What follows belongs to an exercise in optimizing a design on an open flow for small area, a short achievable clock period and few clock cycles; a production flow would make more cautious choices. At most, simulation tests tie the RTL to the original design; equivalence was not proved. Only the layout flow was run in run 5; the RTL was not checked for function there. No driver is modelled on the clock port, so clocking that relies on it looks cheaper here than on a real chip. No activity file was given, so power comes from the tool's default toggle rates.

<file path="design/flow/design.v">
module Decoder (in, out);
input [2:0]in;
output [7:0] out;
wire [7:0] out;
assign out =
(in == 3'b000 ) ? 8'b0000_0001 :
(in == 3'b001 ) ? 8'b0000_0010 :
(in == 3'b010 ) ? 8'b0000_0100 :
(in == 3'b011 ) ? 8'b0000_1000 :
(in == 3'b100 ) ? 8'b0001_0000 :
(in == 3'b101 ) ? 8'b0010_0000 :
(in == 3'b110 ) ? 8'b0100_0000 :
(in == 3'b111 ) ? 8'b1000_0000 : 8'h00;
endmodule
module Mux16Bit(a,b,sel,out);
input [15:0] a,b;
input sel;
output [15:0]out;
assign out=(sel)?b:a;
endmodule
module Addition(input [15:0]Rs,
                 input [15:0]Rd,
                 input Enable,
                 output reg[2:0] Ccr,
                 output reg[15:0] Out
               );
always@ * begin
if( Enable==1'b1)
begin
 {Ccr[2],Out}=Rs+Rd;
Ccr[0] = (Out == 16'b0) ? 1'b1 : 1'b0 ;
Ccr[1] = (Out[15]== 1'b1) ? 1'b1 : 1'b0 ;
end
else begin
Out=16'b0;
Ccr=3'b0;
end
end
endmodule
module Ldm(input[15:0] ImmediateValue,input Enable,output reg[15:0] Out);
always@* begin
if(Enable == 1'b1) begin
Out = ImmediateValue;
end else begin
Out = 16'b0;
end
end
endmodule
module Not(input[15:0] Rs,input Enable,output reg[15:0] Out,output reg[2:0] Ccr);
always@* begin
Ccr[2] = 1'b0;
if(Enable == 1'b1) begin
Out = ~Rs;
if(Out == 16'b0) begin
Ccr[0] = 1'b1;
end else begin
Ccr[0] = 1'b0;
end
if(Out[15] == 1'b1) begin
Ccr[1] = 1'b1;
end else begin
Ccr[1] = 1'b0;
end
end else begin
Out = 16'b0;
Ccr = 3'b0;
end
end
endmodule
module Sw(input[15:0] ImmediateValue,input Enable,output reg[15:0] Out);
  always@*
  begin
    if(Enable == 1'b1)
    begin
      Out = ImmediateValue;
    end
    else
    begin
      Out = 16'b0;
    end
  end
endmodule
module ALU(input [15:0]Rs,
           input [15:0]Rd,
           input[2:0]AluOp,
            output[2:0] Ccr,
            output[15:0] Out
                 );
wire [7:0] DecOut;
wire [15:0] addOut, ldmOut, notOut, swOut;
wire [2:0] addCcr, notCcr;
 Decoder deco(AluOp,DecOut);
Addition addOp (Rs,Rd,DecOut[3], addCcr, addOut);
Ldm ldmOp (Rd ,DecOut[1], ldmOut);
 Not notOp ( Rd, DecOut[4], notOut, notCcr);
 Sw swOp( Rs,DecOut[2] ,swOut);
assign Out = addOut | ldmOut | notOut | swOut;
assign Ccr = addCcr | notCcr;
endmodule
module Execution(input [15:0]op1,
                 input [15:0]op2,
                 input[15:0]immediate,
                 input[2:0]AluOp,
                 input AluScr,
                 output[2:0] Ccr,
                 output[15:0]MemoryAddress,
                 output[15:0] Out
                 );
wire [15:0] Rd;
 Mux16Bit muxRd(op2,immediate,AluScr,Rd);
 ALU alu(op1,Rd,AluOp,Ccr, Out);
assign MemoryAddress=Rd;
endmodule
module controlUnit (
    input[4:0] opCode,
    output[4:0] aluOp,
    output RegWR, MemR, MemWR, aluSrc, ldm
  );
  assign aluSrc = ~opCode[4] & ~opCode[3] & ~opCode[2] & ~opCode[1] & opCode[0];
  assign MemR = 1'b0;
  assign ldm = aluSrc;
  assign aluOp = opCode;
  assign MemWR = ~opCode[4] & ~opCode[3] & ~opCode[2] & opCode[1] & ~opCode[0];
  assign RegWR = ~opCode[4] & ~opCode[3] & (opCode[2] & ~opCode[1] & ~opCode[0] | ~opCode[2] & opCode[0]);
endmodule
module RegFile_memo #(parameter N = 16) (write_enable, read_data1, read_data2, write_data, clk, rst, read_addr1, read_addr2, write_addr);
  input write_enable, clk, rst;
  input [N-1:0] write_data;
  output [N-1:0] read_data1;
  output [N-1:0] read_data2;
  input [2:0] read_addr1;
  input [2:0] read_addr2;
  input [2:0] write_addr;
  integer i;
  reg [N-1:0] arr_regs [7:0];
  always @(posedge clk, posedge rst)
  begin
    if(rst)
    begin
      for(i = 0; i < 8; i = i + 1)
        arr_regs[i] <= 0;
    end
    else if(write_enable)
      arr_regs[write_addr] <= write_data;
  end
  assign read_data1 = arr_regs[read_addr1];
  assign read_data2 = arr_regs[read_addr2];
endmodule
module ID #(parameter width = 16) (
    instruction, RW_sig_out, aluSrc_sig, MemWR_sig, MemR_sig, RW_Sig_in, Reg_data, aluOp_sig, op1, R_op2, I_op2, RW_Out_addr, RW_In_addr, clk, rst, ldm
  );
  input clk, rst;
  input [width - 1 : 0] instruction;
  wire [2 : 0] read_addr1, read_addr2;    
  output [15 : 0] op1, R_op2, I_op2;
  output [2 : 0] RW_Out_addr;   
  input [2 : 0] RW_In_addr;
  wire [4:0] opCode;
  output wire [4:0] aluOp_sig;
  output wire RW_sig_out, aluSrc_sig, MemWR_sig, MemR_sig;   
  input RW_Sig_in;
  input [15:0] Reg_data;
  output ldm;
  RegFile_memo
    RegFile_memo_dut (
      .write_enable ( RW_Sig_in ),
      .clk ( clk ),
      .rst ( rst ),
      .write_data (Reg_data ),
      .read_data1 (op1 ),
      .read_data2 (R_op2 ),
      .read_addr1 (read_addr1 ),
      .read_addr2 (read_addr2 ),
      .write_addr  ( RW_In_addr)
    );
  controlUnit
    controlUnit_dut (
      .opCode (opCode ),
      .aluOp (aluOp_sig ),
      .RegWR (RW_sig_out ),
      .MemR (MemR_sig ),
      .MemWR (MemWR_sig ),
      .aluSrc  ( aluSrc_sig),
      .ldm(ldm)
    );
  assign opCode = instruction  [width - 1 : width - 5];
  assign read_addr1 = instruction[width - 6 : width - 8];
  assign read_addr2 = instruction[width - 9 : width - 11];
  assign RW_Out_addr = instruction[width - 9 : width - 11];
  assign I_op2 = instruction[width - 1 : 0];
endmodule
module pcCircuit #(parameter addressWidth = 20) (
    clk, enable, rst, addR
  );
  input clk, enable, rst;
  output [addressWidth - 1 : 0] addR;   
  reg [addressWidth - 1 : 0] pc;
  always @(posedge clk, posedge rst)
  begin
    if(rst)
      pc <= 20'h20;
    else if (enable)
      pc <= pc + 1'b1;
  end
  assign addR = pc;
endmodule
module IF (
    clk, rst, enable, pc, imem_data, instruction
  );
  input clk, rst, enable;
  output [19:0] pc;
  input [15:0] imem_data;
  output [15:0] instruction;
  pcCircuit
    pcCircuit_dut (
      .clk (clk ),
      .enable (enable ),
      .rst ( rst ),
      .addR  ( pc )
    );
  assign instruction = imem_data;
endmodule
module WriteBack(input [15:0]Load,
                 input [15:0]Rd,
                 input Wb,
                 output wire[15:0] WriteData
               );
Mux16Bit mux(Rd,Load,Wb,WriteData);
endmodule
module Processor (
    clk, rst, start,
    imem_addr, imem_data,
    dmem_we, dmem_addr, dmem_wdata
  );
  input clk, rst, start;
  output [19:0] imem_addr;
  input  [15:0] imem_data;
  output        dmem_we;
  output [11:0] dmem_addr;
  output [15:0] dmem_wdata;
  reg        run;               
  reg [19:0] pcx;               
  wire [19:0] pc = pcx ^ 20'h20;
  reg        d_ldm, d_std, d_add, d_not;
  reg [2:0]  rt;                
  reg [7:0]  sel_s, sel_t;      
  reg        fa_add, fa_nadd;   
  reg        fb_add, fb_nadd;   
  reg [15:0] A, B;              
  reg        e_add, e_pass, e_not, e_std;
  reg        e_we;              
  reg        e_clr;             
  reg [2:0]  e_rt;
  reg [15:0] R [0:7];
  wire go = run | start;
  wire [19:0] pc_next;
  Inc20 pc_inc (.a(pc), .ci(go), .y(pc_next));
  wire d_wr = d_ldm | d_add | d_not;
  wire       n_val = go & ~d_ldm;
  wire [4:0] n_op  = imem_data[15:11];
  wire [2:0] n_rs  = imem_data[10:8];
  wire [2:0] n_rt  = imem_data[7:5];
  wire       n_ldm = n_op == 5'd1;
  wire       hit_s = rt == n_rs;    
  wire       hit_t = rt == n_rt;
  wire [15:0] sum;
  Adder16 add (.a(A), .b(B), .s(sum));
  wire [15:0] bn     = B ^ {16{e_not}};
  wire [15:0] bx     = bn & {16{e_pass}};
  wire [15:0] result;    
  LateOr16 res_or (.s(sum), .en(e_add), .e(bx), .y(result));
  reg  [15:0] rf_s, rf_t;
  integer k;
  always @(*)
  begin
    rf_s = 16'b0;
    rf_t = 16'b0;
    for (k = 0; k < 8; k = k + 1)
    begin
      rf_s = rf_s | (R[k] & {16{sel_s[k]}});
      rf_t = rf_t | (R[k] & {16{sel_t[k]}});
    end
  end
  wire [15:0] early_s = rf_s | (bn & {16{fa_nadd}});
  wire [15:0] early_t = rf_t | (bn & {16{fb_nadd}}) | (imem_data & {16{d_ldm}});
  wire [15:0] rd_s, rd_t;
  LateOr16 fwd_s (.s(sum), .en(fa_add), .e(early_s), .y(rd_s));
  LateOr16 fwd_t (.s(sum), .en(fb_add), .e(early_t), .y(rd_t));
  always @(posedge clk, posedge rst)
  begin
    if (rst)
    begin
      run    <= 1'b0;
      pcx    <= 20'h0;
      d_ldm  <= 1'b0;
      d_std  <= 1'b0;
      d_add  <= 1'b0;
      d_not  <= 1'b0;
      e_add  <= 1'b0;
      e_pass <= 1'b0;
      e_std  <= 1'b0;
      e_we   <= 1'b0;
      e_clr  <= 1'b1;
    end
    else
    begin
      run    <= go;
      pcx    <= pc_next ^ 20'h20;
      d_ldm  <= n_val & (n_op == 5'd1);
      d_std  <= n_val & (n_op == 5'd2);
      d_add  <= n_val & (n_op == 5'd3);
      d_not  <= n_val & (n_op == 5'd4);
      e_add  <= d_add;
      e_pass <= d_ldm | d_not;
      e_std  <= d_std;
      e_we   <= d_wr;
      e_clr  <= ~go;
    end
  end
  always @(posedge clk)
  begin
    rt      <= n_rt;
    e_rt    <= rt;
    sel_s   <= (8'b1 << n_rs) & {8{~(d_wr & hit_s)}};
    sel_t   <= (8'b1 << n_rt) & {8{~((d_wr & hit_t) | n_ldm)}};
    fa_add  <= d_add & hit_s;
    fa_nadd <= (d_ldm | d_not) & hit_s;
    fb_add  <= d_add & hit_t & ~n_ldm;
    fb_nadd <= (d_ldm | d_not) & hit_t & ~n_ldm;
    A       <= rd_s;
    B       <= rd_t;
    e_not   <= d_not;
  end
  genvar g;
  generate
    for (g = 0; g < 8; g = g + 1)
    begin : regs
      always @(posedge clk)
      begin
        if ((e_we && e_rt == g) || e_clr)
          R[g] <= result;
      end
    end
  endgenerate
  assign imem_addr  = pc;
  assign dmem_we    = e_std;
  assign dmem_addr  = B[11:0];
  assign dmem_wdata = A;
endmodule
module LateOr16 (s, en, e, y);
  input  [15:0] s, e;
  input         en;
  output [15:0] y;
  genvar i;
  generate
    for (i = 0; i < 16; i = i + 1)
    begin : b
      LateOr1 c (.s(s[i]), .en(en), .e(e[i]), .y(y[i]));
    end
  endgenerate
endmodule
module LateOr1 (s, en, e, y);
  input s, en, e;
  output y;
  assign y = (s & en) | e;
endmodule
module Adder16 (a, b, s);
  input  [15:0] a, b;
  output [15:0] s;
  wire [15:0] h;                         
  wire [15:0] gn0, pn0;                  
  wire [15:0] g1, p1;                    
  wire [15:0] gn2, pn2;                  
  wire [15:0] g3, p3;                    
  wire [15:0] gn4;                       
  genvar i;
  generate
    for (i = 0; i < 16; i = i + 1)
    begin : bt
      AddXor  hx (.a(a[i]), .b(b[i]), .y(h[i]));
      AddNand gg (.a(a[i]), .b(b[i]), .y(gn0[i]));
      AddNor  pp (.a(a[i]), .b(b[i]), .y(pn0[i]));
      if (i >= 1) begin : l1
        AddOai21 g (.a1(pn0[i]), .a2(gn0[i-1]), .b1(gn0[i]), .y(g1[i]));
        AddNor   p (.a(pn0[i]), .b(pn0[i-1]), .y(p1[i]));
      end else begin : l1
        AddInv   g (.a(gn0[i]), .y(g1[i]));
        AddInv   p (.a(pn0[i]), .y(p1[i]));
      end
      if (i >= 2) begin : l2
        AddAoi21 g (.a1(p1[i]), .a2(g1[i-2]), .b1(g1[i]), .y(gn2[i]));
        AddNand  p (.a(p1[i]), .b(p1[i-2]), .y(pn2[i]));
      end else begin : l2
        AddInv   g (.a(g1[i]), .y(gn2[i]));
        AddInv   p (.a(p1[i]), .y(pn2[i]));
      end
      if (i >= 4) begin : l3
        AddOai21 g (.a1(pn2[i]), .a2(gn2[i-4]), .b1(gn2[i]), .y(g3[i]));
        AddNor   p (.a(pn2[i]), .b(pn2[i-4]), .y(p3[i]));
      end else begin : l3
        AddInv   g (.a(gn2[i]), .y(g3[i]));
        assign p3[i] = 1'b0;
      end
      if (i >= 8) begin : l4
        AddAoi21 g (.a1(p3[i]), .a2(g3[i-8]), .b1(g3[i]), .y(gn4[i]));
      end else begin : l4
        AddInv   g (.a(g3[i]), .y(gn4[i]));
      end
      if (i >= 1) begin : sm
        AddXnor x (.a(h[i]), .b(gn4[i-1]), .y(s[i]));
      end else begin : sm
        assign s[i] = h[i];
      end
    end
  endgenerate
endmodule
module AddXor (a, b, y);
  input a, b;
  output y;
  assign y = a ^ b;
endmodule
module AddXnor (a, b, y);
  input a, b;
  output y;
  assign y = ~(a ^ b);
endmodule
module AddNand (a, b, y);
  input a, b;
  output y;
  assign y = ~(a & b);
endmodule
module AddNor (a, b, y);
  input a, b;
  output y;
  assign y = ~(a | b);
endmodule
module AddInv (a, y);
  input a;
  output y;
  assign y = ~a;
endmodule
module AddOai21 (a1, a2, b1, y);
  input a1, a2, b1;
  output y;
  assign y = ~((a1 | a2) & b1);
endmodule
module AddAoi21 (a1, a2, b1, y);
  input a1, a2, b1;
  output y;
  assign y = ~((a1 & a2) | b1);
endmodule
module Inc20 (a, ci, y);
  input  [19:0] a;
  input         ci;
  output [19:0] y;
  wire [3:0] ones;     
  wire [4:0] cg;       
  wire [19:0] c;       
  genvar k, j;
  generate
    for (k = 0; k < 4; k = k + 1)
    begin : grp
      IncAnd4 o (.a(a[4*k]), .b(a[4*k+1]), .c(a[4*k+2]), .d(a[4*k+3]), .y(ones[k]));
    end
  endgenerate
  assign cg[0] = ci;
  IncAnd2 cg1 (.a(ci), .b(ones[0]), .y(cg[1]));
  IncAnd3 cg2 (.a(ci), .b(ones[0]), .c(ones[1]), .y(cg[2]));
  IncAnd4 cg3 (.a(ci), .b(ones[0]), .c(ones[1]), .d(ones[2]), .y(cg[3]));
  IncAnd5 cg4 (.a(ci), .b(ones[0]), .c(ones[1]), .d(ones[2]), .e(ones[3]), .y(cg[4]));
  generate
    for (k = 0; k < 5; k = k + 1)
    begin : bits
      assign c[4*k] = cg[k];
      IncAnd2 c1 (.a(cg[k]), .b(a[4*k]), .y(c[4*k+1]));
      IncAnd3 c2 (.a(cg[k]), .b(a[4*k]), .c(a[4*k+1]), .y(c[4*k+2]));
      IncAnd4 c3 (.a(cg[k]), .b(a[4*k]), .c(a[4*k+1]), .d(a[4*k+2]), .y(c[4*k+3]));
      for (j = 0; j < 4; j = j + 1)
      begin : x
        AddXor s (.a(a[4*k+j]), .b(c[4*k+j]), .y(y[4*k+j]));
      end
    end
  endgenerate
endmodule
module IncAnd2 (a, b, y);
  input a, b;
  output y;
  assign y = a & b;
endmodule
module IncAnd3 (a, b, c, y);
  input a, b, c;
  output y;
  assign y = a & b & c;
endmodule
module IncAnd4 (a, b, c, d, y);
  input a, b, c, d;
  output y;
  assign y = a & b & c & d;
endmodule
module IncAnd5 (a, b, c, d, e, y);
  input a, b, c, d, e;
  output y;
  assign y = a & b & c & d & e;
endmodule
</file>
<file path="design/flow/flow/run.sh">
#!/bin/bash
# The standard layout (standard.sh) with two changes:
#  - the input and output ports are buffered by a plain buffer
#    (sky130_fd_sc_hd__buf_2) instead of the cell the resizer picks by
#    itself (a delay cell);
#  - after CTS, the level of clock buffers between the root buffer and the
#    leaf buffers is removed (flatten_tree.tcl), so that the root buffer
#    drives the leaf buffers directly: a shorter clock tree, the same for
#    every register.
# Each tool's full output stays in orfs/logs/; make's output goes to
# flow_make_*.log and the tree edit's to flow_tree.log.
set -euo pipefail
export BUFFER_PORTS_ARGS="-buffer_cell sky130_fd_sc_hd__buf_2"
bash standard.sh cts > flow_make_1.log 2>&1
export CTS_ODB=orfs/results/${FLOW_PLATFORM}/Processor/base/4_cts.odb
openroad -no_init -exit flow/flatten_tree.tcl > flow_tree.log 2>&1
bash standard.sh finish > flow_make_2.log 2>&1
</file>
<file path="design/flow/flow/flatten_tree.tcl">
# Drive the leaf clock buffers straight from the root clock buffer: each
# buffer between them is removed and its loads are moved to the root's net.
read_db $::env(CTS_ODB)
set block [ord::get_db_block]
set root [$block findInst clkbuf_0_clk]
if {$root eq "NULL"} {
  puts "no root clock buffer clkbuf_0_clk; tree left as it is"
} else {
  set rootnet [[$root findITerm X] getNet]
  set mids {}
  foreach it [$rootnet getITerms] {
    set inst [$it getInst]
    if {$inst eq $root} { continue }
    set master [[$inst getMaster] getName]
    if {[string match sky130_fd_sc_hd__clkbuf_* $master] && [string match clkbuf_* [$inst getName]]} {
      lappend mids $inst
    }
  }
  foreach mid $mids {
    set midnet [[$mid findITerm X] getNet]
    set loads {}
    foreach it [$midnet getITerms] {
      if {[$it getInst] ne $mid} { lappend loads $it }
    }
    foreach it $loads {
      $it disconnect
      $it connect $rootnet
    }
    [$mid findITerm A] disconnect
    [$mid findITerm X] disconnect
    puts "removed [$mid getName]: [llength $loads] loads moved to [$rootnet getName]"
    odb::dbInst_destroy $mid
    odb::dbNet_destroy $midnet
  }
  write_db $::env(CTS_ODB)
}
</file>
<file path="design/flow/standard.sh">
#!/bin/bash
# synth_recipe.tcl (not shown) runs the flow's synth.tcl, then flattens the netlist and writes it again
# the make line also repeats each setting of config.mk as NAME=value (left out here)
make -C /OpenROAD-flow-scripts/flow DESIGN_CONFIG=/design/flow/config.mk WORK_HOME=/design/flow/orfs CLKGATE_MAP_FILE= SYNTH_SCRIPT=/design/flow/synth_recipe.tcl "${@:-finish}"
</file>
<file path="design/flow/config.mk">
export PLATFORM = sky130hd
export DESIGN_NAME = Processor
export DESIGN_NICKNAME = Processor
export VERILOG_FILES = /design/flow/design.v
export SDC_FILE = /design/flow/constraint.sdc
export NUM_CORES = 4
export LEC_CHECK = 0
export CAP_MARGIN = 20
export CORE_MARGIN = 2
export CORE_UTILIZATION = 50
export CTS_CLUSTER_DIAMETER = 100
export CTS_CLUSTER_SIZE = 30
export PLACE_DENSITY = 0.65
export SETUP_SLACK_MARGIN = 2.2
export SLEW_MARGIN = 20
export SYNTH_HIERARCHICAL = 1
export SYNTH_MINIMUM_KEEP_SIZE = 0
</file>
<file path="design/flow/constraint.sdc">
create_clock -name core_clock -period 4.0 [get_ports {clk}]
set_input_delay 0.8000 -clock core_clock [delete_from_list [all_inputs] [get_ports {clk}]]
set_output_delay 0.8000 -clock core_clock [all_outputs]
set_load 0.01 [all_outputs]
</file>
==> results of run 1 <==
per-stage QoR:
stage                     power, mW   util  instance area, µm²
after floorplan                3.17      -                9990
after global placement         3.34  0.524               10200
after detailed placement       3.36  0.524               10200
after CTS                      4.79  0.578               11300
after global routing           4.95  0.583               11400
final                          4.75  0.583               11400
Yosys stat by module, one instance, submodules excluded, excerpt:
| module | flops+latches | cells inside |
|---|---|---|
| AddXor | 0 | 1 |
| Adder16 | 0 | 1 |
| AddNand | 0 | 1 |
| AddXnor | 0 | 1 |
| AddInv | 0 | 1 |
| LateOr1 | 0 | 1 |
| IncAnd4 | 0 | 1 |
| Processor | 217 | 597 |
| IncAnd3 | 0 | 1 |
| IncAnd2 | 0 | 1 |
| AddOai21 | 0 | 1 |
| IncAnd5 | 0 | 3 |
| AddAoi21 | 0 | 1 |
| AddNor | 0 | 1 |
flip-flops by register name (all words and copies together), names as in the netlist:
name and count:
R 128, pcx 20, A 16, B 16, sel_s 8, sel_t 8
e_rt 3, rt 3, d_add 1, d_ldm 1, d_not 1, d_std 1
e_add 1, e_clr 1, e_not 1, e_pass 1, e_std 1, e_we 1
fa_add 1, fa_nadd 1, fb_add 1, fb_nadd 1, run 1
layout make-up:
cell class / instances / area (µm²)
Clock buffer: 14 / 244
Sequential cell: 217 / 5880
Tap cell: 265 / 332
Timing Repair Buffer: 109 / 779
Multi-Input combinational cell: 525 / 4040
Inverter: 23 / 86.3
Clock inverter: 1 / 30.0
Fill cell: 1558 / 8130
kinds of logic (layout without fill, tap and decap cells):
logic type                after synthesis  count (layout)  share of synthesized area
AOI/OAI and AO/OA                     229             229                      0.178
DFF                                   217             217                      0.578
buffers and inverters                 100             147                     0.0530
and+or+nand+nor                       223             223                      0.127
xor gates and xnor gates               73              73                     0.0640
routing by layer:
layer,vias to the layer above,wire length [µm],part of all wire,track usage
met5,-,0,0,0
met4,0,928,0.031,0.0975
met3,94,3070,0.10,0.0605
met2,487,13600,0.46,0.435
met1,3671,11900,0.40,0.381
li1,3222,-,-,-
placed cells by master, fill, tap and decap left out, types with 6 or more instances in the layout:
| cell type | instances |
|---|---|
| sky130_fd_sc_hd__a21o_1 | 43 |
| sky130_fd_sc_hd__a21oi_2 | 17 |
| sky130_fd_sc_hd__a221oi_1 | 16 |
| sky130_fd_sc_hd__a222oi_1 | 16 |
| sky130_fd_sc_hd__a22o_1 | 16 |
| sky130_fd_sc_hd__a22oi_1 | 80 |
| sky130_fd_sc_hd__and2_1 | 22 |
| sky130_fd_sc_hd__and3_1 | 22 |
| sky130_fd_sc_hd__and4_1 | 10 |
| sky130_fd_sc_hd__buf_2 | 47 |
| sky130_fd_sc_hd__buf_4 | 41 |
| sky130_fd_sc_hd__buf_6 | 21 |
| sky130_fd_sc_hd__clkbuf_16 | 9 |
| sky130_fd_sc_hd__dfrtp_1 | 28 |
| sky130_fd_sc_hd__dfxtp_1 | 27 |
| sky130_fd_sc_hd__dfxtp_2 | 7 |
| sky130_fd_sc_hd__dfxtp_4 | 25 |
| sky130_fd_sc_hd__edfxtp_1 | 128 |
| sky130_fd_sc_hd__inv_1 | 20 |
| sky130_fd_sc_hd__nand2_1 | 58 |
| sky130_fd_sc_hd__nand3_1 | 17 |
| sky130_fd_sc_hd__nand4_1 | 16 |
| sky130_fd_sc_hd__nor2_1 | 15 |
| sky130_fd_sc_hd__nor2_2 | 12 |
| sky130_fd_sc_hd__nor2_4 | 12 |
| sky130_fd_sc_hd__nor4_1 | 6 |
| sky130_fd_sc_hd__o21ai_1 | 7 |
| sky130_fd_sc_hd__o21ai_2 | 17 |
| sky130_fd_sc_hd__xnor2_2 | 11 |
| sky130_fd_sc_hd__xor2_1 | 58 |
path summary, 6_finish.rpt:
path                                  from                 end  slack [ps]  cells after the start
setup / recovery              B[6]$_DFF_P_  R[5][15]$_DFFE_PP_        2160                      7
max in group asynchronous              rst     d_ldm$_DFF_PP0_        3080                      2
setup reg to reg              B[6]$_DFF_P_  R[5][15]$_DFFE_PP_        2160                      7
hold / removal             d_std$_DFF_PP0_     e_std$_DFF_PP0_         390                      0
min in group asynchronous              rst    pcx[7]$_DFF_PP0_         460                      2
hold reg to reg            d_std$_DFF_PP0_     e_std$_DFF_PP0_         390                      0
power by group through the flow:
stage	registers (mW)	logic (mW)	clock network, mW
floorplan	2.59	0.578	0
global placement	2.65	0.689	0
detailed placement	2.66	0.697	0
CTS	2.61	0.930	1.25
global route	2.63	1.08	1.23
finish	2.63	1.01	1.12
timing repair:
| action | 4_1_cts | 5_1_grt |
|---|---|---|
| pin swaps | 8 | 21 |
| resized for setup | 132 | 34 |
| buffers inserted | 38 | 3 |
| setup endpoints to repair | 239 | 124 |
| hold endpoints to repair | 0 | 0 |
| gates cloned | 0 | 0 |
worst max-delay path, delay by kind of cell (launching register included):
family           cells  cell delay, ps
AO/OA/AOI/OAI        5             860
XOR/XNOR             1             100
flip-flops           1             400
AND/OR/NAND/NOR      1             180
==> notes.md, run 1 <==
Yosys
The biggest area consumer among synthesized cells is sky130_fd_sc_hd__edfxtp_1. Of the synthesized area, sequential elements account for 0.578. The fraction of post-synthesis cell area in the top cell type by area is 0.385. The number of warnings printed during yosys synthesis is 8. In the post-synthesis netlist, the biggest area contributors are sky130_fd_sc_hd__edfxtp_1 (38%), sky130_fd_sc_hd__dfxtp_1 (12%), sky130_fd_sc_hd__dfrtp_1 (7.3%). Sorting the synthesized cells by how often they occur yields sky130_fd_sc_hd__edfxtp_1 (128), sky130_fd_sc_hd__a22oi_1 (80), sky130_fd_sc_hd__nand2_1 (62). The mean instance size in the synthesized netlist is 11.9 µm². The most used flip-flop cell after synthesis is sky130_fd_sc_hd__edfxtp_1. The synthesized design contains 128 enable-type register cells.

The number of nets in the synthesized netlist is 861. The synthesized instance count is 842. In the post-synthesis netlist, the cell with the most instances is sky130_fd_sc_hd__edfxtp_1. The number of different library cells used by synthesis comes to 42. The cell area that synthesis handed to floorplanning was 0.00999 mm². The share of flip-flops with an asynchronous set or reset is 0.138.

Synthesis inferred 217 register bits.

Setup path
Data arrives at the worst endpoint at 1940 ps. In this run the worst path has a maximum fanout of 8. The sort of element at the start of the critical path is a flip-flop.

For this run, the slowest stage of the critical path takes 400 ps. The signal on the critical path passes through nor2_4 -> o21ai_2 -> a21oi_4 -> o21ai_2 -> a21oi_4 -> xnor2_2 -> a21o_1. The data required time of the worst path is 4110 ps. The highest-delay cell along the critical path is sky130_fd_sc_hd__dfxtp_4.

The worst setup path is captured at a flip-flop. The category of the critical setup timing path is flip-flop to flip-flop.

Routing
The total via count in the routed design is 7474. The number of detailed-routing iterations run before antenna repair is 5. The number of nets with antenna violations after detailed routing is 0. For this run, design rule violations remaining after detail routing come to 0. Dividing the detail-routed wire length by the instance count gives 25.6 µm. The final wirelength is 29.5 mm.

The number of DRC markers in iteration 0 is 1130. Dividing the detail-routed via count by the number of cells gives 6.48.

Pwr
Of the total power, the clock network draws 0.236. The share of total power in combinational logic is 0.212. The internal power of the cells totals 3.37 mW. VDD sags by at most 0.263 mV. In this run the power spent charging and discharging nets is 1.39 mW. Summed over all cells, the static leakage comes to 4.64 nW.

The total power divided by cell area is 417 mW/mm². Of the total power, the share spent switching nets is 0.292. The portion of total power attributed to sequential cells is 0.552.

Global route
The initial antenna violation count was 0. The total overflow left after global routing is 0. The first-pass GRT wire length is 44.2 mm.

The global-route total usage across every layer is 0.276. Entering global routing, the biggest net connects 32 pins. The via count of the first global-routing pass is 7461.

Die
The die is 145 µm tall. The initial core utilization is 0.512. In this run the count of I/O pins placed on the die edge is 68. The number of placement rows is 51. After floorplanning, the core was sized to cover 0.0195 mm². The die covers 0.0211 mm². Measured along the x axis, the die boundary spans 145 µm.

STA
The final count of hold timing violations is 0. The count of final setup violators is 0. The total negative setup slack is 0 ps.

The shortest clock period the worst path allows after layout is 1840 ps. The share of the cycle needed by the critical path after routing is 0.459. The tightest hold path in the finished design has a slack of 386 ps.

In the post-route analysis, the smallest setup slack over all paths is 2160 ps. The highest achievable clock rate is 544 MHz. Setup repair after global routing could not meet its margin everywhere. The clock arrives with 33.0 ps of skew. At the pin with the least slew margin, the transition time is 1080 ps. The max-slew violation count is 0. The tightest slew margin relative to the limit is 0.278.

Placement
In this run, placement finished with an instance count of 1098. Port buffering added 67 buffers. The routability congestion estimate is 0.826.

Timing analysis after detailed placement gives a worst setup slack of 1910 ps. The HPWL after detailed placement is 17.3 mm.

Finish
The number of inserted diodes is 0. After the last flow step, the layout net total stands at 904. The final instance count without filler cells is 1154. The proportion of layout cells with a drive suffix above 1 is 0.290.

Compared with the post-synthesis result, the final layout area differs by 14.1%.

Clock tree
The insertion delay to the later sink of the worst-skew pair is 410 ps. The total number of clock tree sinks is 217. The tree is rooted in a sky130_fd_sc_hd__clkbuf_16. The number of clock buffers added by TritonCTS is 11. The post-CTS clock slew at the launch and capture registers of the worst setup and hold paths is 110 ps. The longest clock path from root to sink contains 3 buffers. TritonCTS built the clock tree. Hold repair after CTS inserted 0 buffers. CTS built an H-tree with a depth of 1.

Run status
The run finished with no timing, DRC or antenna violations.

Hold path
In this run the worst hold path is classified as flip-flop to flip-flop.

Job
The max-cap violation count is 0.
Testbench counts, summed over its fixed seeds: cycles 9,893.
==> run 2: changes to the inputs <==
--- a/design/flow/config.mk
+++ b/design/flow/config.mk
@@ -11,7 +11,7 @@
 export CTS_CLUSTER_DIAMETER = 100
 export CTS_CLUSTER_SIZE = 30
 export PLACE_DENSITY = 0.65
-export SETUP_SLACK_MARGIN = 2.2
+export SETUP_SLACK_MARGIN = 2.1
 export SLEW_MARGIN = 20
 export SYNTH_HIERARCHICAL = 1
 export SYNTH_MINIMUM_KEEP_SIZE = 0
==> run 2 against run 1 <==
Net effect:
- clock skew fell by 3.4 ps
- first-iteration DRC count is 19% lower
- via count shrank 2.4%
- synthesized cell count unchanged
- cell area fell by 5.1%
- maximum frequency is 2.2% lower
- non-clock buffer count down 39
- critical path type unchanged
- combinational power decreased by 21%
- largest power group unchanged
==> notes.md, run 2 <==
Run status
The flow ran to the end and the layout has no timing, DRC or antenna violations.

STA
The highest achievable clock rate is 532 MHz. The slew at the pin with the worst max-slew slack is 1140 ps. Setup slack on the critical path of the routed design comes to 2120 ps. The max-slew violation count is 0. The count of final setup violators is 0. The tightest slew margin relative to the limit is 0.240. The total negative setup slack is 0 ps. Setup repair after global routing could not meet its margin everywhere. The final count of hold timing violations is 0. Subtracting the final worst setup slack from the clock period gives 1880 ps. Of the available clock period, the critical path in the final layout requires 0.470. The setup clock skew after layout is 29.6 ps.

Job
The tool flagged a number of max-cap violations equal to 0.

Hold path
In this run the worst hold path is classified as flip-flop to flip-flop. The startpoint identified for the worst hold timing path is d_std$_DFF_PP0_. The worst hold path passes through 0 cells.

Routing
For this block, the via count after detailed routing is 7291. After detailed routing, the number of remaining DRC violations is 0. The highest metal layer with signal wires is met4.

The final wirelength is 28.6 mm. After detailed routing, the average wire length per cell comes to 25.6 µm. The number of DRC markers in iteration 0 is 912. The detailed-route vias per instance is 6.54.

The first detailed-routing pass took 8 iterations. The wire length on met3 is 3.14 mm. The total met2 wirelength after detailed routing is 13.2 mm.

Once detail routing completed, the nets flagged for antenna violations numbered 0. After detailed routing, the wire length on met1 is 11.1 mm.

Global route
The via count of the first global-routing pass is 7194. The first global-routing pass estimated 42.6 mm of wire. Global routing finished with a remaining overflow of 0. The initial antenna violation count is 1. The pin count of the biggest net entering global routing is 32. The global-route total usage across every layer is 0.267.

Setup path
The critical path is of the flip-flop to flip-flop type. The biggest fanout along the worst timing path is 16. In this run the critical register-to-register path is launched from e_clr$_DFF_PP1_. The data required time of the worst path is 4020 ps. The depth of the worst register-to-register path is 1.

Data on the critical path arrives at its endpoint at 1900 ps. In this design, the largest share of critical-path delay is due to compound AO/OA/AOI/OAI gates. The worst setup path is captured at a flip-flop.

The critical path goes through a41o_1. The instance count on the critical path is 1. The critical path startpoint is e_clr$_DFF_PP1_. The biggest cell delay along the critical path is 880 ps.

On the critical path, the stage with the largest delay is an instance of sky130_fd_sc_hd__a41o_1. The number of buffers and inverters on the critical path is 0. The worst setup path is launched from a flip-flop.

Clock tree
The deepest clock path buffer count is 3. The tree is rooted in a sky130_fd_sc_hd__clkbuf_16. The CTS tree is built. CTS saw 217 sinks. The insertion delay to the later sink of the worst-skew pair is 400 ps. Clock tree synthesis inserted a total of 11 buffers. In this run the number of H-tree levels came out at 1. Clock-pin slew was measured on the worst setup and hold paths at 110 ps.

Yosys
The number of warnings printed during yosys synthesis is 8. Counting every net in the synthesized netlist gives 861. The post-synthesis compound-gate area fraction is 0.178. After synthesis, the largest family of logic cells by area is compound AO/OA/AOI/OAI gates. The fraction of post-synthesis cell area in the top cell type by area is 0.385. Synthesis handed over a netlist of 842 instances. sky130_fd_sc_hd__edfxtp_1 takes more of the synthesized area than any other cell. The post-synthesis simple-gate area fraction is 0.127. Of the total synthesized cell area, the portion taken by full adders, half adders and majority gates is 0.

By count the netlist is led by sky130_fd_sc_hd__edfxtp_1 (128), sky130_fd_sc_hd__a22oi_1 (80), sky130_fd_sc_hd__nand2_1 (62). The most used flip-flop cell after synthesis is sky130_fd_sc_hd__edfxtp_1. Of the total synthesized cell area, the portion taken by XOR and XNOR cells is 0.0640.

The register bit count reported by yosys is 217. The most common cell in the synthesized netlist is sky130_fd_sc_hd__edfxtp_1. Sorting the synthesized cells by area gives the leading types as sky130_fd_sc_hd__edfxtp_1 (38%), sky130_fd_sc_hd__dfxtp_1 (12%), sky130_fd_sc_hd__dfrtp_1 (7.3%). Summing every instance area after synthesis gives 0.00999 mm². The proportion of synthesized area in mux cells is 0. Yosys mapped a number of flops with a built-in enable equal to 128. The share of flip-flops with an asynchronous set or reset is 0.138. The distinct cell type count after synthesis is 42. The mean instance size in the synthesized netlist is 11.9 µm².

The share of the Yosys chip area taken by registers is 0.578.

Finish
Of the cells placed in the final design, the portion with a size suffix greater than 1 is 0.233. The final-stage net count is 865. Counting flops per register, the top entry is R. The share of the core filled with cells in the final layout is 0.554. The flip-flop count of the largest register after layout is 128.

The number of inserted diodes is 0. From synthesis to final layout, the design area changed by 8.23%. The most common library cell in the layout ignoring fill and taps is sky130_fd_sc_hd__edfxtp_1.

In the layout the commonest cells are sky130_fd_sc_hd__edfxtp_1 (128), sky130_fd_sc_hd__a22oi_1 (80), sky130_fd_sc_hd__buf_2 (67), sky130_fd_sc_hd__nand2_1 (61), sky130_fd_sc_hd__xor2_1 (58). The largest registers in the layout are R: 128 flops, pcx: 20 flops.

Pwr
The total power divided by cell area is 422 mW/mm². The worst ir drop on vdd is 0.257 mV. In this run the static leakage power is 4.38 nW.

Die
In this run the core area contains 51 standard-cell rows. The total core area is 0.0195 mm². Measured along the x axis, the die boundary spans 145 µm. The die area is 0.0211 mm². The top-level port count is 68. The vertical extent of the die is 145 µm. The initial utilization of the core area, before any placement, comes to 0.512.

Placement
The pre-CTS worst setup slack is 1850 ps. The wire-length estimate of the detail-placed layout is 17.6 mm. The routability congestion estimate is 0.849.

During placement, the flow inserted port buffers numbering 67.
run 2: repair_timing:
item | in CTS | in global routing
gates cloned | 0 | 0
buffers inserted | 0 | 2
pin swaps | 2 | 7
endpoints found under the setup margin | 172 | 107
gates resized for setup | 38 | 62
endpoints found under the hold margin | 0 | 0
hold buffers | 0 | 0
run 2: worst paths after layout:
path	end	slack, ps
worst max register to register	R[5][6]$_DFFE_PP_	2120
worst min register to register	e_std$_DFF_PP0_	380
worst min-delay path	e_std$_DFF_PP0_	380
max in group asynchronous	d_ldm$_DFF_PP0_	3080
worst max-delay path	R[5][6]$_DFFE_PP_	2120
min in group asynchronous	pcx[17]$_DFF_PP0_	470
run 2: layout make-up:
class,count,area (µm²)
Clock buffer,13,240
Clock inverter,2,25.0
Fill cell,1668,8710
Inverter,23,86.3
Multi-Input combinational cell,525,3940
Sequential cell,217,5830
Tap cell,265,332
Timing Repair Buffer,70,358
run 2: through the flow:
step	cells	cell area, µm²	power (mW)	hold WS, ps
2_1_floorplan	842	9990	3.17	331
3_3_place_gp	1098	10200	3.34	345
3_5_place_dp	1098	10200	3.36	354
4_1_cts	1115	10700	4.61	380
5_1_grt	1115	10800	4.75	389
6_report	1115	10800	4.56	379
run 2: power breakdown:
part	switching (mW)	internal [mW]	leakage [nW]	total, mW
registers	0.181	2.46	2.08	2.64
logic	0.462	0.340	2.17	0.802
clock network	0.674	0.441	0.129	1.12
run 2: Yosys stat by module, one instance, submodules excluded, a selection:
module / cells inside / times used / flops+latches / cell area [µm²]
Processor: 597 / 1 / 217 / 8420
IncAnd5: 3 / 1 / 0 / 12.5
AddXnor: 1 / 15 / 0 / 8.76
Adder16: 1 / 1 / 0 / 7.51
AddNor: 1 / 34 / 0 / 3.75
IncAnd2: 1 / 6 / 0 / 6.26
IncAnd4: 1 / 10 / 0 / 8.76
AddNand: 1 / 26 / 0 / 3.75
IncAnd3: 1 / 6 / 0 / 6.26
AddAoi21: 1 / 20 / 0 / 8.76
AddXor: 1 / 36 / 0 / 8.76
run 2: cells by family (layout without fill, tap and decap cells):
logic type | Yosys count | after routing
xor+xnor | 73 | 73
flops | 217 | 217
compound gates | 229 | 229
simple gates | 223 | 223
buf+inv | 100 | 108
run 2: per-layer routing:
metal  up-vias  global-route usage
li1       3146                   -
met1      3543               0.353
met2       501               0.432
met3       101              0.0608
met4         0               0.105
met5         -                   0
==> run 3: changes to the inputs <==
--- a/design/flow/config.mk
+++ b/design/flow/config.mk
@@ -7,10 +7,10 @@
 export LEC_CHECK = 0
 export CAP_MARGIN = 20
 export CORE_MARGIN = 2
-export CORE_UTILIZATION = 50
+export CORE_UTILIZATION = 60
 export CTS_CLUSTER_DIAMETER = 100
 export CTS_CLUSTER_SIZE = 30
-export PLACE_DENSITY = 0.65
+export PLACE_DENSITY = 0.75
 export SETUP_SLACK_MARGIN = 2.1
 export SLEW_MARGIN = 20
 export SYNTH_HIERARCHICAL = 1
==> run 3 against run 2 <==
Net effect:
- via count rose by 0.75%
- cell area decreased by 0.57%
- critical endpoint is now R[7][11]$_DFFE_PP_
- power barely moved
- area after synthesis unchanged
- still clean
- critical path depth unchanged
==> notes.md, run 3 <==
Setup path
The critical path endpoint category is a flip-flop. Together, buffers and inverters on the worst path number 0. The category of the critical setup timing path is flip-flop to flip-flop. The biggest fanout along the worst timing path is 16.

The slowest stage of the critical path is the sky130_fd_sc_hd__a41o_1 cell. The biggest cell delay along the critical path is 880 ps. The number of cells on the worst reg-to-reg path is 1. At the worst endpoint, the required time is 4020 ps. Walking the worst path, the cells encountered are a41o_1. In this run the number of cells on the critical path is 1. The arrival time of data at the critical path endpoint is 1900 ps. The sort of element at the start of the critical path is a flip-flop. On the critical path the largest part of the delay comes from compound AO/OA/AOI/OAI gates.

Routing
After detailed routing, the average wire length per cell comes to 27.0 µm. In the routed design, unresolved DRC markers number 0. Summed over all layers, the routed wires come to 28.8 mm.

The detailed router finished its first iteration with 999 violations. The detail route stage leaves a number of antenna-violating nets equal to 0. After detailed routing, the number of vias per cell comes to 6.88. The first detailed-routing pass took 7 iterations. The total via count in the routed design is 7346.

Hold path
The worst hold path belongs to the class flip-flop to flip-flop. Counting instances, the worst hold path has a depth of 0.

Clock tree
The insertion delay to the later sink of the worst-skew pair is 400 ps. For this design, the CTS-stage hold fixing added 0 buffers. The total number of clock tree sinks is 217. The clock buffer count from CTS is 11. CTS built an H-tree with a depth of 1. Clock-pin slew was measured on the worst setup and hold paths at 110 ps. TritonCTS built the clock tree.

The tree is rooted in a sky130_fd_sc_hd__clkbuf_16. The clock passes through at most 3 buffers.

Placement
The pre-CTS worst setup slack is 1760 ps. Detailed placement ended at an HPWL of 17.7 mm. The cell area after placement is 0.0102 mm². The number of placed instances with taps included is 1052. The routability congestion estimate is 0.930.

During placement, the flow inserted port buffers numbering 67.

Finish
After routing the design area is 0.0108 mm². Once layout is complete, the cells apart from fillers number 1067. In the layout the commonest cells are sky130_fd_sc_hd__edfxtp_1 (128), sky130_fd_sc_hd__a22oi_1 (80), sky130_fd_sc_hd__buf_2 (67), sky130_fd_sc_hd__nand2_1 (62), sky130_fd_sc_hd__xor2_1 (58). Measured on the finished design, the core utilization comes to 0.655. Of the cells placed in the final design, the portion with a size suffix greater than 1 is 0.238.

The register with the most flip-flops in the layout has 128 of them. The library cell used most frequently in the layout, excluding fill and tap cells, is sky130_fd_sc_hd__edfxtp_1. The largest registers in the layout are R: 128 flops, pcx: 20 flops. Relative to the synthesized area, the layout overhead comes to 7.62%. The layout has 1239 filler cells. 0 antenna diodes ended up in the layout. The largest register by flop count is R.

The final-stage net count is 862.

Pwr
Power comes to 4.56 mW. The internal power contribution is 3.23 mW. The worst ir drop on vdd is 0.296 mV. The share of total power in combinational logic is 0.177. The net switching power figure is 1.33 mW. The share of total power dissipated in the clock network is 0.243.

The switching power share of the total is 0.292. The static leakage is 4.35 nW. For this design the ratio of total power to cell area is 424 mW/mm². The share of total power dissipated in sequential elements is 0.580.

Yosys
For this run, the register share of the synthesized area comes to 0.578. The most frequent cell after synthesis is sky130_fd_sc_hd__edfxtp_1. The combinational family with the most area after synthesis is compound AO/OA/AOI/OAI gates. The adder and majority cell fraction of the synthesized area is 0. By count the netlist is led by sky130_fd_sc_hd__edfxtp_1 (128), sky130_fd_sc_hd__a22oi_1 (80), sky130_fd_sc_hd__nand2_1 (62). Synthesis inferred 217 register bits. The post-synthesis compound-gate area fraction was 0.178. The fraction of post-synthesis cell area in the top cell type by area is 0.385.

For this run, the number of Yosys warnings is 8. In the post-synthesis netlist, the biggest area contributors are sky130_fd_sc_hd__edfxtp_1 (38%), sky130_fd_sc_hd__dfxtp_1 (12%), sky130_fd_sc_hd__dfrtp_1 (7.3%). Counting flops with an async set or reset pin after synthesis yields a share of 0.138. The post-synthesis simple-gate area fraction is 0.127.

In the synthesized netlist the dominant register cell turns out to be sky130_fd_sc_hd__edfxtp_1. The synthesized instance count is 842. sky130_fd_sc_hd__edfxtp_1 takes more of the synthesized area than any other cell. Counting flops with a built-in enable in the synthesized netlist gives 128. The distinct cell type count after synthesis is 42. Each instance of the synthesized netlist takes up on average 11.9 µm².

The post-synth design cell area is 0.00999 mm². Of the total synthesized cell area, the portion taken by XOR and XNOR cells is 0.0640. The portion of synthesized area spent on multiplexers is 0. The number of nets in the synthesized netlist is 861.

Global route
The via count of the first global-routing pass is 7285. In the global route stage, met1 resource usage came out at 0.428. The global routing's busiest layer is met2.

The global-route total usage across every layer is 0.329. The met3 track utilization from global routing is 0.0828. The initial antenna violation count is 0.

For met2 alone, demand over resource in global routing was 0.518. The first global-routing pass estimated 43.0 mm of wire. The overflow left after global routing is 0. The pin count of the biggest net entering global routing is 32.

Die
The top-level port count is 68. The die covers 0.0177 mm². The number of placement rows is 47. From left edge to right edge, the die measures 133 µm. The initial core utilization is 0.609. The core region is 0.0164 mm². In this run the vertical extent of the chip is 133 µm.

STA
On the final layout, the worst hold slack is 378 ps. The highest achievable clock rate is 534 MHz. After layout, the worst setup slack is 2130 ps. The tightest slew margin relative to the limit is 0.244.

For the pin with the worst max-slew slack, the measured transition is 1130 ps. The max-slew violation count is 0. The shortest clock period the worst path allows after layout is 1870 ps.

Setup repair after global routing could not meet its margin everywhere. Clock skew on the completed layout was measured at 10.5 ps. The share of the cycle needed by the critical path after routing is 0.468. The total negative setup slack is 0 ps.

Setup violations remaining at the end of the flow were counted as 0. The final count of hold timing violations is 0.

Run status
The flow ran to the end and the layout has no timing, DRC or antenna violations.

Job
The tool flagged a number of max-cap violations equal to 0.
[run 3: cell counts after synthesis]
No cell type changed its count.
[run 3: metal layers]
layer / routed length [µm] / vias up
met5: 0 / -
met4: 1270 / 0
met3: 3450 / 112
met2: 13500 / 560
met1: 10600 / 3530
li1: - / 3144
[run 3: path summary, 6_finish.rpt]
path                            slack (ps)                  to            start
worst max-delay path                  2130  R[7][11]$_DFFE_PP_  e_clr$_DFF_PP1_
worst min-delay path                   380     e_std$_DFF_PP0_  d_std$_DFF_PP0_
worst max register to register        2130  R[7][11]$_DFFE_PP_  e_clr$_DFF_PP1_
worst min register to register         380     e_std$_DFF_PP0_  d_std$_DFF_PP0_
max in group asynchronous             3100     d_ldm$_DFF_PP0_              rst
min in group asynchronous              460     d_ldm$_DFF_PP0_              rst
[run 3: per-module statistics from Yosys (local to each module, per instance), excerpt]
module,copies in the design,cells,flops+latches
Processor,1,597,217
IncAnd5,1,3,0
AddAoi21,20,1,0
Adder16,1,1,0
LateOr1,48,1,0
AddNand,26,1,0
[run 3: power by group through the flow]
stage	clock [mW]	sequential (mW)	combinational, mW
2_1_floorplan	0	2.59	0.578
3_3_place_gp	0	2.66	0.685
3_5_place_dp	0	2.66	0.697
4_1_cts	1.23	2.63	0.755
5_1_grt	1.20	2.65	0.872
6_report	1.11	2.64	0.809
[run 3: cell type report]
class                      instances  area (µm²)  share of cell area
inverter                          23        86.3             0.00803
clock buffer                      12         236              0.0220
multi-input combinational        525        3960               0.368
tap                              220         275              0.0256
clock inverter                     3        30.0             0.00279
sequential                       217        5830               0.542
timing repair buffer              67         335              0.0312
[run 3: cell families (layout without fill, tap and decap cells)]
logic type	after synthesis	after routing
flops	217	217
xor+xnor	73	73
simple gates	223	223
buf+inv	100	105
compound gates	229	229
[run 3: what timing repair did]
| item | 4_1_cts | 5_1_grt |
|---|---|---|
| setup endpoints to repair | 128 | 124 |
| pin swaps | 2 | 9 |
| setup buffers | 0 | 0 |
| endpoints found under the hold margin | 0 | 0 |
| resized for setup | 50 | 54 |
==> run 4: changes to the inputs <==
==> design/flow/flow/run.sh (replaced) <==
#!/bin/bash
# The standard layout (standard.sh) with two changes:
#  - the input and output ports are buffered by a plain buffer
#    (sky130_fd_sc_hd__buf_1) instead of the cell the resizer picks by
#    itself (a delay cell);
#  - after CTS, the level of clock buffers between the root buffer and the
#    leaf buffers is removed (flatten_tree.tcl), so that the root buffer
#    drives the leaf buffers directly: a shorter clock tree, the same for
#    every register.
# Each tool's full output stays in orfs/logs/; make's output goes to
# flow_make_*.log and the tree edit's to flow_tree.log.
set -euo pipefail
export BUFFER_PORTS_ARGS="-buffer_cell sky130_fd_sc_hd__buf_1"
bash standard.sh cts > flow_make_1.log 2>&1
export CTS_ODB=orfs/results/${FLOW_PLATFORM}/Processor/base/4_cts.odb
openroad -no_init -exit flow/flatten_tree.tcl > flow_tree.log 2>&1
bash standard.sh finish > flow_make_2.log 2>&1
--- a/design/flow/config.mk
+++ b/design/flow/config.mk
@@ -7,10 +7,10 @@
 export LEC_CHECK = 0
 export CAP_MARGIN = 20
 export CORE_MARGIN = 2
-export CORE_UTILIZATION = 60
+export CORE_UTILIZATION = 50
 export CTS_CLUSTER_DIAMETER = 100
 export CTS_CLUSTER_SIZE = 30
-export PLACE_DENSITY = 0.75
+export PLACE_DENSITY = 0.65
 export SETUP_SLACK_MARGIN = 2.1
 export SLEW_MARGIN = 20
 export SYNTH_HIERARCHICAL = 1
==> run 4 against run 3 <==
Net effect:
- sequential power is essentially flat
- clock-buffer cell count rose by 2
- routed wire length decreased by 0.53%
- clock skew is 19 ps higher
- combinational power shrank 0.5%
- power increased by 0.10%
- non-clock buffer count up 4
- sequential share of layout area about the same
- worst setup slack got worse by 32 ps
- critical path type unchanged
- largest power group unchanged
- highest routed layer unchanged
==> notes.md, run 4 <==
Run status
The run finished with no timing, DRC or antenna violations.

Clock tree
The clock passes through at most 3 buffers. The total number of clock tree sinks is 217. The cell sitting at the root of the clock tree is a sky130_fd_sc_hd__clkbuf_16. After clock tree synthesis, the clock-pin slew on the worst setup and hold paths is 110 ps. The H-tree depth is 1. The clock buffer count from CTS is 11. In this run, post-CTS hold repair placed 0 buffers.

At the later pin of the worst-skew pair, clock insertion delay measures 410 ps. The CTS tree is built.

Setup path
The biggest fanout along the worst timing path is 8. The category of the critical setup timing path is flip-flop to flip-flop. The critical path endpoint category is a flip-flop.

The sort of element at the start of the critical path is a flip-flop. At the worst endpoint, the required time is 4220 ps. The arrival time of data at the critical path endpoint is 2130 ps.

STA
In the finished design, the share of the clock period the worst path needs comes to 0.476. Setup repair after global routing could not meet its margin everywhere. Timing would allow up to 525 MHz. For the pin with the worst max-slew slack, the measured transition is 1150 ps. After routing, the total negative slack on setup checks comes to 0 ps. The shortest clock period the worst path allows after layout is 1910 ps.

The max-slew violation count came to 0. Setup violations remaining at the end of the flow were counted as 0. The final count of hold timing violations came to 0. The worst pin sits at a relative slew slack of 0.233.

The clock arrives with 29.8 ps of skew.

Finish
The register with the most flip-flops in the layout has 128 of them. The largest registers in the layout are R: 128 flops, pcx: 20 flops. For this run, the number of standard cells in the final layout without fillers is 1116. The most common library cell in the layout ignoring fill and taps is sky130_fd_sc_hd__edfxtp_1. The proportion of layout cells with a drive suffix above 1 is 0.160. The library cells used most frequently in the layout, excluding fill and tap cells, are sky130_fd_sc_hd__edfxtp_1 (128), sky130_fd_sc_hd__a22oi_1 (80), sky130_fd_sc_hd__buf_1 (66), sky130_fd_sc_hd__nand2_1 (61), sky130_fd_sc_hd__xor2_1 (58). The final-stage net count is 866. 0 antenna diodes ended up in the layout. The area growth from synthesis to layout is 7.67%.

The largest register by flop count is R.

Yosys
The fraction of post-synthesis cell area in the top cell type by area is 0.385. Sorting the synthesized cells by how often they occur yields sky130_fd_sc_hd__edfxtp_1 (128), sky130_fd_sc_hd__a22oi_1 (80), sky130_fd_sc_hd__nand2_1 (62). The register bit count reported by yosys is 217. The mean instance size in the synthesized netlist is 11.9 µm².

The proportion of synthesized chip area in sequential cells is 0.578. The post-synth design cell area is 0.00999 mm². When the netlist entered floorplanning its net count stood at 861. Yosys printed 8 warnings. The most used flip-flop cell after synthesis is sky130_fd_sc_hd__edfxtp_1.

The distinct cell type count after synthesis is 42. Yosys attributes the largest share of cell area to sky130_fd_sc_hd__edfxtp_1 (38%), sky130_fd_sc_hd__dfxtp_1 (12%), sky130_fd_sc_hd__dfrtp_1 (7.3%). The most common cell in the synthesized netlist is sky130_fd_sc_hd__edfxtp_1. The synthesized instance count is 842. The synthesized design contains 128 enable-type register cells.

The synthesized design spends more area on one cell type than any other, namely sky130_fd_sc_hd__edfxtp_1. For this run, asynchronously set or reset flops after synthesis account for 0.138.

Job
Max-cap violations in this run came to 0.

Routing
The total via count in the routed design is 7236. The post-detailed-route DRC marker count is 0. The detail route stage leaves a number of antenna-violating nets equal to 0. The final wirelength is 28.7 mm. Dividing the detail-routed via count by the number of cells gives 6.48.

The average detailed-routed wire length per instance is 25.7 µm. The number of detailed-routing iterations run before antenna repair is 6. The number of DRC markers in iteration 0 is 789.

Pwr
The net switching power figure is 1.33 mW. The clock network fraction of design power is 0.244. The worst ir drop on vdd is 0.443 mV. Cell internal power was estimated by the tool at 3.23 mW. The static leakage is 4.16 nW.

Of the total power, the share spent switching nets is 0.292. The share of total power dissipated in sequential elements is 0.580. In this run the power density over the cells is 424 mW/mm². The share of total power in combinational logic is 0.176.

Placement
Input and output buffers added on the ports amount to 67. The routability congestion estimate is 0.837. The number of placed instances with taps included is 1097.

The HPWL after detailed placement is 17.8 mm.

Global route
The first global-routing pass estimated 43.0 mm of wire. In the global route stage, met1 resource usage came out at 0.355. Entering global routing, the biggest net connects 32 pins. The via count of the first global-routing pass is 7330.

After global routing, the most crowded layer is met2. The initial antenna violation count is 0. The global-route total usage across every layer is 0.270. The overflow left after global routing is 0.

The met2 usage in global routing is 0.417. For this run, global-route usage on met3 was measured as 0.0724.

Die
The number of placement rows is 51. The total core area is 0.0195 mm². The initial core utilization is 0.512. The vertical extent of the die is 145 µm. The width of the die is 145 µm. For this design the top-level I/O count stands at 68.

The die covers 0.0211 mm².

Hold path
The min-delay analysis places its worst path in the category flip-flop to flip-flop.
-- run 4: layer usage --
layer,up-vias,share of wire,wire length [µm]
li1,3146,-,-
met1,3524,0.39,11100
met3,80,0.12,3470
met5,-,0,0
met2,486,0.45,12900
met4,0,0.039,1130
-- run 4: kinds of logic (layout without fill, tap and decap cells) --
logic type / count (synthesis) / after routing / synth area share
AND/OR/NAND/NOR: 223 / 223 / 0.127
XOR/XNOR: 73 / 73 / 0.0640
AO/OA/AOI/OAI: 229 / 229 / 0.178
buffers and inverters: 100 / 109 / 0.0530
flip-flops: 217 / 217 / 0.578
-- run 4: layout make-up --
cell class | count | area [µm²]
Clock buffer | 14 | 244
Clock inverter | 1 | 30.0
Fill cell | 1676 | 8770
Inverter | 23 | 86.3
Multi-Input combinational cell | 525 | 3950
Sequential cell | 217 | 5830
Tap cell | 265 | 332
Timing Repair Buffer | 71 | 283
-- run 4: path summary, 6_finish.rpt --
path / to / depth (start not counted) / start / slack (ps)
max in group asynchronous: d_ldm$_DFF_PP0_ / 2 / rst / 3120
setup reg to reg: R[7][12]$_DFFE_PP_ / 7 / A[8]$_DFF_P_ / 2090
setup / recovery: R[7][12]$_DFFE_PP_ / 7 / A[8]$_DFF_P_ / 2090
hold / removal: e_std$_DFF_PP0_ / 0 / d_std$_DFF_PP0_ / 370
hold reg to reg: e_std$_DFF_PP0_ / 0 / d_std$_DFF_PP0_ / 370
min in group asynchronous: pcx[3]$_DFF_PP0_ / 2 / rst / 440
-- run 4: repair_timing --
action                     in CTS  in global routing
pin swaps                       4                  7
gates cloned                    0                  0
buffers inserted                2                  2
setup endpoints to repair     168                159
resized for setup              49                 55
-- run 4: stage by stage --
stage / util / power, mW / hold slack, ps / setup WS [ps] / cell area (µm²)
2_1_floorplan: - / 3.17 / 331 / 2140 / 9990
3_3_place_gp: 0.519 / 3.33 / 340 / 1820 / 10100
3_5_place_dp: 0.519 / 3.34 / 343 / 1820 / 10100
4_1_cts: 0.543 / 4.61 / 374 / 2050 / 10600
5_1_grt: 0.551 / 4.74 / 383 / 2070 / 10800
6_report: 0.551 / 4.56 / 369 / 2090 / 10800
-- run 4: power groups by stage --
stage | combinational, mW | sequential, mW | clock [mW]
final | 0.805 | 2.65 | 1.11
after global routing | 0.869 | 2.66 | 1.21
after CTS | 0.737 | 2.63 | 1.25
after detailed placement | 0.678 | 2.67 | 0
after global placement | 0.668 | 2.66 | 0
after floorplan | 0.578 | 2.59 | 0
-- run 4: worst max-delay path, stage by stage (launching register included) --
cell	delay [ps]
sky130_fd_sc_hd__dfxtp_2	420
sky130_fd_sc_hd__nand2_1	120
sky130_fd_sc_hd__o21ai_1	310
sky130_fd_sc_hd__a21oi_2	90
sky130_fd_sc_hd__o21ai_1	100
sky130_fd_sc_hd__a21oi_2	70
sky130_fd_sc_hd__xnor2_2	310
sky130_fd_sc_hd__a21o_1	300
-- run 4: per-module statistics from Yosys, one instance, submodules excluded, excerpt --
module | flops+latches | cells
AddInv | 0 | 1
AddNand | 0 | 1
AddNor | 0 | 1
AddOai21 | 0 | 1
AddXnor | 0 | 1
Adder16 | 0 | 1
IncAnd2 | 0 | 1
IncAnd3 | 0 | 1
IncAnd5 | 0 | 3
LateOr1 | 0 | 1
==> run 5: changes to the inputs <==
--- a/design/flow/design.v
+++ b/design/flow/design.v
@@ -249,7 +249,7 @@
   reg [15:0] A, B;              
   reg        e_add, e_pass, e_not, e_std;
   reg        e_we;              
-  reg        e_clr;             
+  reg        e_run;             
   reg [2:0]  e_rt;
   reg [15:0] R [0:7];
   wire go = run | start;
@@ -300,7 +300,7 @@
       e_pass <= 1'b0;
       e_std  <= 1'b0;
       e_we   <= 1'b0;
-      e_clr  <= 1'b1;
+      e_run  <= 1'b0;
     end
     else
     begin
@@ -314,7 +314,7 @@
       e_pass <= d_ldm | d_not;
       e_std  <= d_std;
       e_we   <= d_wr;
-      e_clr  <= ~go;
+      e_run  <= go;
     end
   end
   always @(posedge clk)
@@ -337,7 +337,7 @@
     begin : regs
       always @(posedge clk)
       begin
-        if ((e_we && e_rt == g) || e_clr)
+        if ((e_we && e_rt == g) || !e_run)
           R[g] <= result;
       end
     end
==> design/flow/flow/run.sh (replaced) <==
#!/bin/bash
# The standard layout (standard.sh) with two changes:
#  - the input and output ports are buffered by a plain buffer
#    (sky130_fd_sc_hd__buf_2) instead of the cell the resizer picks by
#    itself (a delay cell);
#  - after CTS, the level of clock buffers between the root buffer and the
#    leaf buffers is removed (flatten_tree.tcl), so that the root buffer
#    drives the leaf buffers directly: a shorter clock tree, the same for
#    every register.
# Each tool's full output stays in orfs/logs/; make's output goes to
# flow_make_*.log and the tree edit's to flow_tree.log.
set -euo pipefail
export BUFFER_PORTS_ARGS="-buffer_cell sky130_fd_sc_hd__buf_2"
bash standard.sh cts > flow_make_1.log 2>&1
export CTS_ODB=orfs/results/${FLOW_PLATFORM}/Processor/base/4_cts.odb
openroad -no_init -exit flow/flatten_tree.tcl > flow_tree.log 2>&1
bash standard.sh finish > flow_make_2.log 2>&1
==> run 5 against run 4 <==
Net effect:
- still clean
- register-to-register slack better by 40 ps
- first-iteration DRC count grew 26%
- worst hold slack got worse by 9.6 ps
- critical path depth grew 1
- clock skew grew 0.72 ps
- largest cell class unchanged
- highest routed layer unchanged
==> notes.md, run 5 <==
Pwr
In this run the static leakage power is 4.37 nW. The total power divided by cell area is 421 mW/mm². The completed layout was analyzed and its total power is 4.60 mW. The worst-case IR drop observed on VDD is 0.268 mV.

Die
The number of placement rows is 51. The width of the die is 145 µm. The total core area is 0.0195 mm². The initial core utilization is 0.510.

Routing
Dividing the detail-routed wire length by the instance count gives 25.7 µm. The final wirelength is 28.8 mm. The final route contains 7219 vias.

The number of nets with antenna violations after detailed routing is 0. The post-detailed-route DRC marker count is 0.

Global route
The met2 usage in global routing is 0.423. The via count of the first global-routing pass is 7110. The initial antenna violation count is 0. After global routing the overflow that remains totals 0.

The met3 track utilization from global routing is 0.0648. met2 is the most crowded layer. The pin count of the biggest net entering global routing is 32.

The first-pass GRT wire length is 43.0 mm.

Clock tree
The clock passes through at most 3 buffers. The H-tree depth is 1. The total number of clock tree sinks is 216. The clock buffer count from CTS is 11. TritonCTS built the clock tree. The insertion delay to the later sink of the worst-skew pair is 400 ps.

Setup path
STA classifies the critical path endpoint as a flip-flop. The sort of element at the start of the critical path is a flip-flop. The highest-delay cell along the critical path is sky130_fd_sc_hd__dfxtp_4. The category of the critical setup timing path is flip-flop to flip-flop. The instance count on the critical path is 8. The critical path goes through nor2_2 -> o21ai_2 -> a21oi_4 -> inv_2 -> a21oi_4 -> xnor2_2 -> buf_4 -> a21o_4. The family with the most delay on the worst path is compound AO/OA/AOI/OAI gates. STA puts the critical path data required time at 4160 ps.

The count of buffering cells on the critical path with inverters included is 2. For the worst flop-to-flop path, the logic depth is 8.

Finish
The final-stage net count is 872. Of the cells placed in the final design, the portion with a size suffix greater than 1 is 0.249. The area growth from synthesis to layout is 9.82%. Ranked by flip-flop count, first place goes to R. The flip-flop count of the largest register after layout is 128. The repair_antennas step left the layout with diodes totalling 0. The library cells used most frequently in the layout, excluding fill and tap cells, are sky130_fd_sc_hd__edfxtp_1 (128), sky130_fd_sc_hd__a22oi_1 (80), sky130_fd_sc_hd__buf_2 (67), sky130_fd_sc_hd__nand2_1 (64), sky130_fd_sc_hd__xor2_1 (58).

Placement
The HPWL after detailed placement is 18.2 mm. The count of input and output buffers is 67. The pre-CTS worst setup slack is 1770 ps.

STA
Across the routed clock network, the largest skew measured is 30.6 ps. The worst path in the final design needs a cycle of 1870 ps, including I/O delays and setup. In the finished design, the share of the clock period the worst path needs comes to 0.468. Setup slack closes at 2130 ps. Adding up every negative setup slack in the final design gives 0 ps. On the final layout, the worst hold slack is 359 ps. Setup repair after global routing could not meet its margin everywhere.

The tightest slew margin relative to the limit is 0.253. At the pin with the least slew margin, the transition time is 1120 ps. The highest achievable clock rate is 535 MHz.

Yosys
Of all flip-flops after synthesis, the portion carrying an async set or reset was 0.134. The most used flip-flop cell after synthesis is sky130_fd_sc_hd__edfxtp_1. By area the synthesized netlist is led by sky130_fd_sc_hd__edfxtp_1 (39%), sky130_fd_sc_hd__dfxtp_1 (12%), sky130_fd_sc_hd__dfrtp_1 (7.3%). Of the total synthesized cell area, the portion taken by AND, OR, NAND and NOR gates is 0.128. The proportion of synthesized area in mux cells is 0. The post-synthesis compound-gate area fraction is 0.177. The number of warnings printed during yosys synthesis is 8.

The register bit count reported by yosys is 216. The number of flops mapped to enable cells by yosys is 128. The fraction of post-synthesis cell area in the top cell type by area is 0.386. In the synthesized netlist, the cells that appear most often are sky130_fd_sc_hd__edfxtp_1 (128), sky130_fd_sc_hd__a22oi_1 (80), sky130_fd_sc_hd__nand2_1 (64).

Hold path
The classification of the worst-slack hold path is flip-flop to flip-flop.

Job
The max-cap violation count is 0.

Run status
The flow ran to the end and the layout has no timing, DRC or antenna violations.
run 5: per-stage QoR:
step           cells   util  area [µm²]
2_1_floorplan    842      -        9960
6_report        1122  0.560       10900
5_1_grt         1122  0.560       10900
3_5_place_dp    1105  0.524       10200
3_3_place_gp    1105  0.524       10200
4_1_cts         1122  0.547       10700
run 5: Yosys stat by module, one instance, submodules excluded, a selection:
| module | area, µm² | flops+latches |
|---|---|---|
| IncAnd2 | 6.26 | 0 |
| AddNand | 3.75 | 0 |
| Processor | 8380 | 216 |
| AddXor | 8.76 | 0 |
| LateOr1 | 7.51 | 0 |
| AddInv | 3.75 | 0 |
| IncAnd3 | 6.26 | 0 |
| Adder16 | 7.51 | 0 |
| IncAnd4 | 8.76 | 0 |
| AddXnor | 8.76 | 0 |
| IncAnd5 | 12.5 | 0 |
| AddOai21 | 5.00 | 0 |
| AddAoi21 | 8.76 | 0 |
| AddNor | 3.75 | 0 |
run 5: routing by layer:
| layer | up-vias | part of all wire | routed length, µm |
|---|---|---|---|
| li1 | 3157 | - | - |
| met1 | 3537 | 0.39 | 11300 |
| met2 | 446 | 0.45 | 13100 |
| met3 | 79 | 0.11 | 3270 |
| met4 | 0 | 0.037 | 1070 |
| met5 | - | 0 | 0 |
run 5: worst paths after layout:
| check | from | slack (ps) | to |
|---|---|---|---|
| max in group asynchronous | rst | 3090 | d_ldm$_DFF_PP0_ |
| worst max register to register | B[1]$_DFF_P_ | 2130 | R[0][12]$_DFFE_PP_ |
| worst max-delay path | B[1]$_DFF_P_ | 2130 | R[0][12]$_DFFE_PP_ |
| worst min-delay path | d_std$_DFF_PP0_ | 360 | e_std$_DFF_PP0_ |
| worst min register to register | d_std$_DFF_PP0_ | 360 | e_std$_DFF_PP0_ |
| min in group asynchronous | rst | 470 | pcx[18]$_DFF_PP0_ |
run 5: logic make-up after synthesis:
| family | count (synthesis) |
|---|---|
| compound gates | 230 |
| flops | 216 |
| buf+inv | 98 |
| simple gates | 225 |
| xor+xnor | 73 |
run 5: layout make-up:
class,instances,area (µm²)
fill,1658,8590
sequential,216,5820
multi-input combinational,528,4020
timing repair buffer,77,410
tap,265,332
clock buffer,14,244
inverter,21,78.8
clock inverter,1,30.0
run 5: worst reg2reg max path: cells and delay by family (launching register included):
kind                   cells  cell delay (ps)
XOR/XNOR                   1               80
AND/OR/NAND/NOR            1              170
flip-flops                 1              390
AO/OA/AOI/OAI              4              740
buffers and inverters      2              240
run 5: report_power, final:
group	switching, mW	leakage, nW	total [mW]	internal, mW
logic	0.511	2.18	0.864	0.353
registers	0.179	2.07	2.63	2.45
clock network	0.664	0.128	1.11	0.444
run 5: timing repair:
item | CTS | global route
pin swaps | 7 | 13
buffers inserted | 0 | 2
endpoints found under the setup margin | 165 | 112
hold buffers | 0 | 0
resized for setup | 39 | 79
hold endpoints to repair | 0 | 0

## afterwards: timing with drivers on the ports
The results above use ideal ports. As a check the final layouts listed here were re-extracted and re-timed, cells and wires unchanged. Step 1 assumes that a clkbuf_16 drives the clock port and a buf_2 every other input. Step 2 adds t to the input delays and takes it off the output delays; t is the mean of the earliest and latest rising clock arrival at the registers after step 1. Input paths then give back, and output paths get back, about the clock's delay inside the block. a / b / c = no drivers / after step 1 / after step 2; a / b = the first two.
| run | shift t [ns] | setup slack, ns | worst setup path at the end | cell pins on the clock port's net |
|---|---|---|---|---|
| run 1 | 0.431 | 2.163 / 2.135 / 1.914 | input to register | 1 |
| run 2 | 0.427 | 2.121 / 2.112 / 1.845 | input to register | 1 |
| run 3 | 0.441 | 2.127 / 2.107 / 1.914 | input to register | 1 |
| run 4 | 0.435 | 2.094 / 2.094 / 1.760 | input to register | 1 |
| run 5 | 0.431 | 2.130 / 2.128 / 1.965 | input to register | 1 |
After both steps every run listed still meets setup and hold. The setup slack of run 4, which loses most, moves by 0.000 ns with the drivers and by -0.334 ns with both steps.
